This design comes from an exercise in tuning for small area on the open sky130 flow, not from production work. Only simulation tests tie the RTL to the original design; equivalence was not proved.

==> inputs of wip/delta <==
==> flow/design.v (excerpt) <==
module top (
  input         Clk,
  input         Reset,   
  input         InValid,
  input  [19:0] InData1,
  input  [19:0] InData2,
  input  [19:0] InData3,
  input  [19:0] InData4,
  output        OutValid,
  output [19:0] OutData1,
  output [19:0] OutData2,
  output [19:0] OutData3,
  output [19:0] OutData4
);
Settings: LEC_CHECK=0, ABC_AREA=1, CAP_MARGIN=20, CORE_MARGIN=2, CORE_UTILIZATION=40, SLEW_MARGIN=20; clock period 11.0 ns.
run.sh (not shown) runs the stock make flow with config.mk's settings and CLKGATE_MAP_FILE= SYNTH_SCRIPT=/design/flow/synth_recipe.tcl, a recipe that flattens the netlist after the stock synthesis.
==> wip/maple (differences from wip/delta) <==
--- a/flow/design.v
+++ b/flow/design.v
@@ -28,17 +28,17 @@
   endfunction
   localparam T1 = pc(PR1);
   localparam T2 = T1 + pc(PR2);
   localparam T3 = T2 + pc(PR3);
   localparam T4 = T2 + pc(PR4);
   localparam IN5 = (T3 > T4) ? T3 : T4;
   localparam T5 = IN5 + pc(PR5);
   localparam T6 = T5 + pc(PR6);
-  localparam TL = T6 + 3 + D + 8;
+  localparam TL = T6 + 3 + D + 7;
   reg          inv_q;
   reg [TL-1:1] tl;
   wire [TL-1:0] vt = {tl, InValid & ~inv_q};
   always @(posedge Clk or negedge Reset) begin
     if (!Reset) begin
       inv_q <= 1'b0;
       tl    <= 0;
     end else begin
@@ -973,74 +973,83 @@
       nreg = 0;
       for (i = 0; i < p; i = i + 1) if (PR[i]) nreg = nreg + 1;
     end
   endfunction
   wire [19:0] x [0:16];
   wire [19:0] y [0:16];
   wire [19:0] px [0:15];
   wire [19:0] py [0:15];
+  wire fz [0:16];
+  wire pfz [0:15];
   assign x[0] = xi;
   assign y[0] = yi;
+  assign fz[0] = 1'b0;
   wire v0 = vs[nreg(0)];
   wire [19:0] X = x[0];
   wire [19:0] Y = y[0];
   reg  r_mem, en0_mem, d0_mem;
   wire yz0   = (Y == 20'd0);
   wire ymin0 = Y[19] & (Y[18:0] == 19'd0);
   wire r     = v0 ? X[19] : r_mem;
   wire d0v   = X[19] ? (Y[19] & ~ymin0) : ~Y[19];    
   wire en0   = v0 | en0_mem;
   wire d0    = v0 ? d0v : d0_mem;
   always @(posedge Clk) if (v0) begin r_mem <= X[19]; en0_mem <= ~yz0; d0_mem <= d0v; end
   wire n1 = r ^ ~d0;                  
   wire n2 = r ^ d0;                   
   wire [19:0] ox = {20{en0}} & (Y ^ {20{n1}});
   wire [19:0] oy = {20{en0}} & (X ^ {20{n2}});
   assign px[0] = (X ^ {20{r}}) + ox + r + (en0 & n1);
-  assign py[0] = ((Y ^ {20{r}}) + oy + r + (en0 & n2)) & {20{~(v0 & yz0)}};
+  assign py[0] = (Y ^ {20{r}}) + oy + r + (en0 & n2);
+  assign pfz[0] = yz0;
   genvar p;
   generate for (p = 1; p <= 14; p = p + 1) begin : st
     localparam S = p;
     wire v = vs[nreg(p)];
     wire signed [19:0] xx = x[p];
     wire signed [19:0] yy = y[p];
     wire signed [19:0] xsh = xx >>> S;
     wire signed [19:0] ysh = yy >>> S;
     reg  en_mem, d_mem;
     wire yz  = (yy == 20'd0);
-    wire en  = v | en_mem;
+    wire en  = v ? ~fz[p] : en_mem;
     wire d   = v ? ~yy[19] : d_mem;
-    always @(posedge Clk) if (v) begin en_mem <= ~yz; d_mem <= ~yy[19]; end
+    always @(posedge Clk) if (v) begin en_mem <= ~(fz[p] | yz); d_mem <= ~yy[19]; end
+    assign pfz[p] = fz[p] | yz;
     wire [19:0] opx = {20{en}} & (ysh ^ {20{~d}});
     wire [19:0] opy = {20{en}} & (xsh ^ {20{d}});
     wire [19:0] sx, sy;
     padd #(20) ax (xx, opx, en & ~d, sx);
     padd #(20) ay (yy, opy, en & d, sy);
     assign px[p] = sx;
-    assign py[p] = sy & {20{~(v & yz)}};
+    assign py[p] = sy;
   end endgenerate
   generate
     if (GS) begin : gs
       gk_small gx (x[15], px[15]);
       gk_small gy (y[15], py[15]);
     end else begin : gf
       gk_fast gx (x[15], px[15]);
       gk_fast gy (y[15], py[15]);
     end
   endgenerate
+  assign pfz[15] = fz[15];
   generate for (p = 0; p <= 15; p = p + 1) begin : pr
     if (PR[p]) begin : r
       reg [19:0] rx, ry;
-      always @(posedge Clk) begin rx <= px[p]; ry <= py[p]; end
+      reg        rz;
+      always @(posedge Clk) begin rx <= px[p]; ry <= py[p]; rz <= pfz[p]; end
       assign x[p+1] = rx;
       assign y[p+1] = ry;
+      assign fz[p+1] = rz;
     end else begin : w
       assign x[p+1] = px[p];
       assign y[p+1] = py[p];
+      assign fz[p+1] = pfz[p];
     end
   end endgenerate
   assign xo = x[16];
   assign yo = y[16];
 endmodule
 module padd #(parameter W = 20) (
   input  [W-1:0] a,
   input  [W-1:0] b,
@@ -1158,17 +1167,17 @@
   reg  [19:0] z4;
   always @(posedge Clk) if (vt[T6+4]) z4 <= r4;    
   wire s_r44 = vt[T6+3], s_r33 = vt[T6+5], s_r22 = vt[T6+7];
   wire [19:0] rin = s_r44 ? r4 : s_r33 ? R33 : s_r22 ? R22 : R11;
   wire [19:0] rout;
   rcp #(D) u_rcp (.Clk(Clk), .in(rin), .out(rout));
   wire t0 = vt[TA], t1 = vt[TA+1], t2 = vt[TA+2], t3 = vt[TA+3];
   wire t4 = vt[TA+4], t5 = vt[TA+5], t6 = vt[TA+6];
-  reg [19:0] x4r, x3r, x2r, x1r, x4o, tr, acc;
+  reg [19:0] x4r, x3r, x2r, x4o, tr, acc;
   wire [19:0] ma1 = t3 ? x4r : rout;
   wire [19:0] ma2 = t0 ? z4 : t3 ? R24 : (t2 | t4) ? tr : acc;
   wire [19:0] mb1 = (t1 | t2) ? x4r : (t3 | t4) ? x3r : x2r;
   wire [19:0] mb2 = t1 ? R34 : t2 ? R14 : t3 ? R23 : t4 ? R13 : R12;
   wire [19:0] pa, pb;
   fmul ua (.a(ma1), .b(ma2), .p(pa));
   fmul ub (.a(mb1), .b(mb2), .p(pb));
   wire [19:0] base = t1 ? z3 : t2 ? z1 : t3 ? z2 : acc;
@@ -1177,23 +1186,22 @@
   wire [19:0] cs_s = base ^ npa ^ npb;
   wire [19:0] cs_c = (base & npa) | (base & npb) | (npa & npb);
   wire [19:0] sub;
   padd #(20) u_sub (cs_s, {cs_c[18:0], 1'b1}, 1'b1, sub);
   always @(posedge Clk) begin
     if (t0) x4r <= pa;
     if (t2) x3r <= pa;
     if (t4) x2r <= pa;
-    if (t6) x1r <= pa;
     if (t5) x4o <= x4r;
     if (t1 | t3) tr <= sub;
     if (t2 | t4 | t5) acc <= sub;
   end
-  assign OutValid = vt[TA+7];
-  assign OutData1 = x1r;
+  assign OutValid = t6;
+  assign OutData1 = pa;
   assign OutData2 = x2r;
   assign OutData3 = x3r;
   assign OutData4 = x4o;
 endmodule
 module rcp #(parameter D = 4) (
   input         Clk,
   input  [19:0] in,
   output [19:0] out
==> flow/config.mk (replaced) <==
export PLATFORM = sky130hd
export DESIGN_NAME = top
export DESIGN_NICKNAME = top
export VERILOG_FILES = /design/flow/design.v
export SDC_FILE = /design/flow/constraint.sdc
export NUM_CORES = 8
export LEC_CHECK = 0
export ABC_AREA = 1
export CAP_MARGIN = 20
export CORE_MARGIN = 2
export CORE_UTILIZATION = 65
export CTS_CLUSTER_DIAMETER = 120
export CTS_CLUSTER_SIZE = 22
export PLACE_DENSITY = 0.8
export SLEW_MARGIN = 20
==> summary.txt <==
status finished clean; WHS 0.240 ns; total CTS buffers 393; Die ar. 799000 sq um; worst setup margin around 0.66 ns; core area around 790000 sq um; CP required 11.83 ns; Synth top area share 20.5%; post-place setup slack -0.277 ns; skew final 0.130 ns; Critical Path Sink bs.acc[15]; xor and xnor area share after synthesis 7.21%
the above is filed under wip/delta

==> summary.txt <==
total CTS buffers ~200; status finished clean; CP required roughly 9 ns; worst setup margin 0.327 ns; Die ar. 482000 sq um; Critical Path Sink OutData1[17]; Synth top area share 21.1%; post-place setup slack -0.327 ns
the above is filed under wip/maple

static timing again, ports no longer ideal:
The flow's constraints put no driver on any port. The routed layouts listed below were extracted and timed again, unchanged, in two steps. Step 1 (the two cells are an assumption about what drives the block):
set clk [get_ports {Clk}]
set_driving_cell -lib_cell sky130_fd_sc_hd__clkbuf_16 $clk
set_driving_cell -lib_cell sky130_fd_sc_hd__buf_2 [delete_from_list [all_inputs] $clk]
Step 2 times the ports against the registers' clock, not the clock port: input delays grow and output delays shrink by t, the midpoint of the rising clock arrivals with the driver on. Three values: ideal, step 1, step 2; two values: the first two.
| run | shift t [ns] | slack for setup (ns) | hold slack, ns | latest minus earliest clock arrival (ns) |
|---|---|---|---|---|
| wip/delta | 1.175 | 0.662 / 0.662 / 0.132 | 0.240 / 0.240 / 0.240 | 0.133 / 0.133 |
| wip/maple | 1.096 | 0.327 / 0.204 / 0.228 | 0.223 / 0.223 / 0.223 | 0.144 / 0.144 |
After both steps setup and hold are still met in every run listed. The setup slack of wip/delta, which loses most, moves by 0.000 ns with the drivers and by -0.530 ns with both steps.
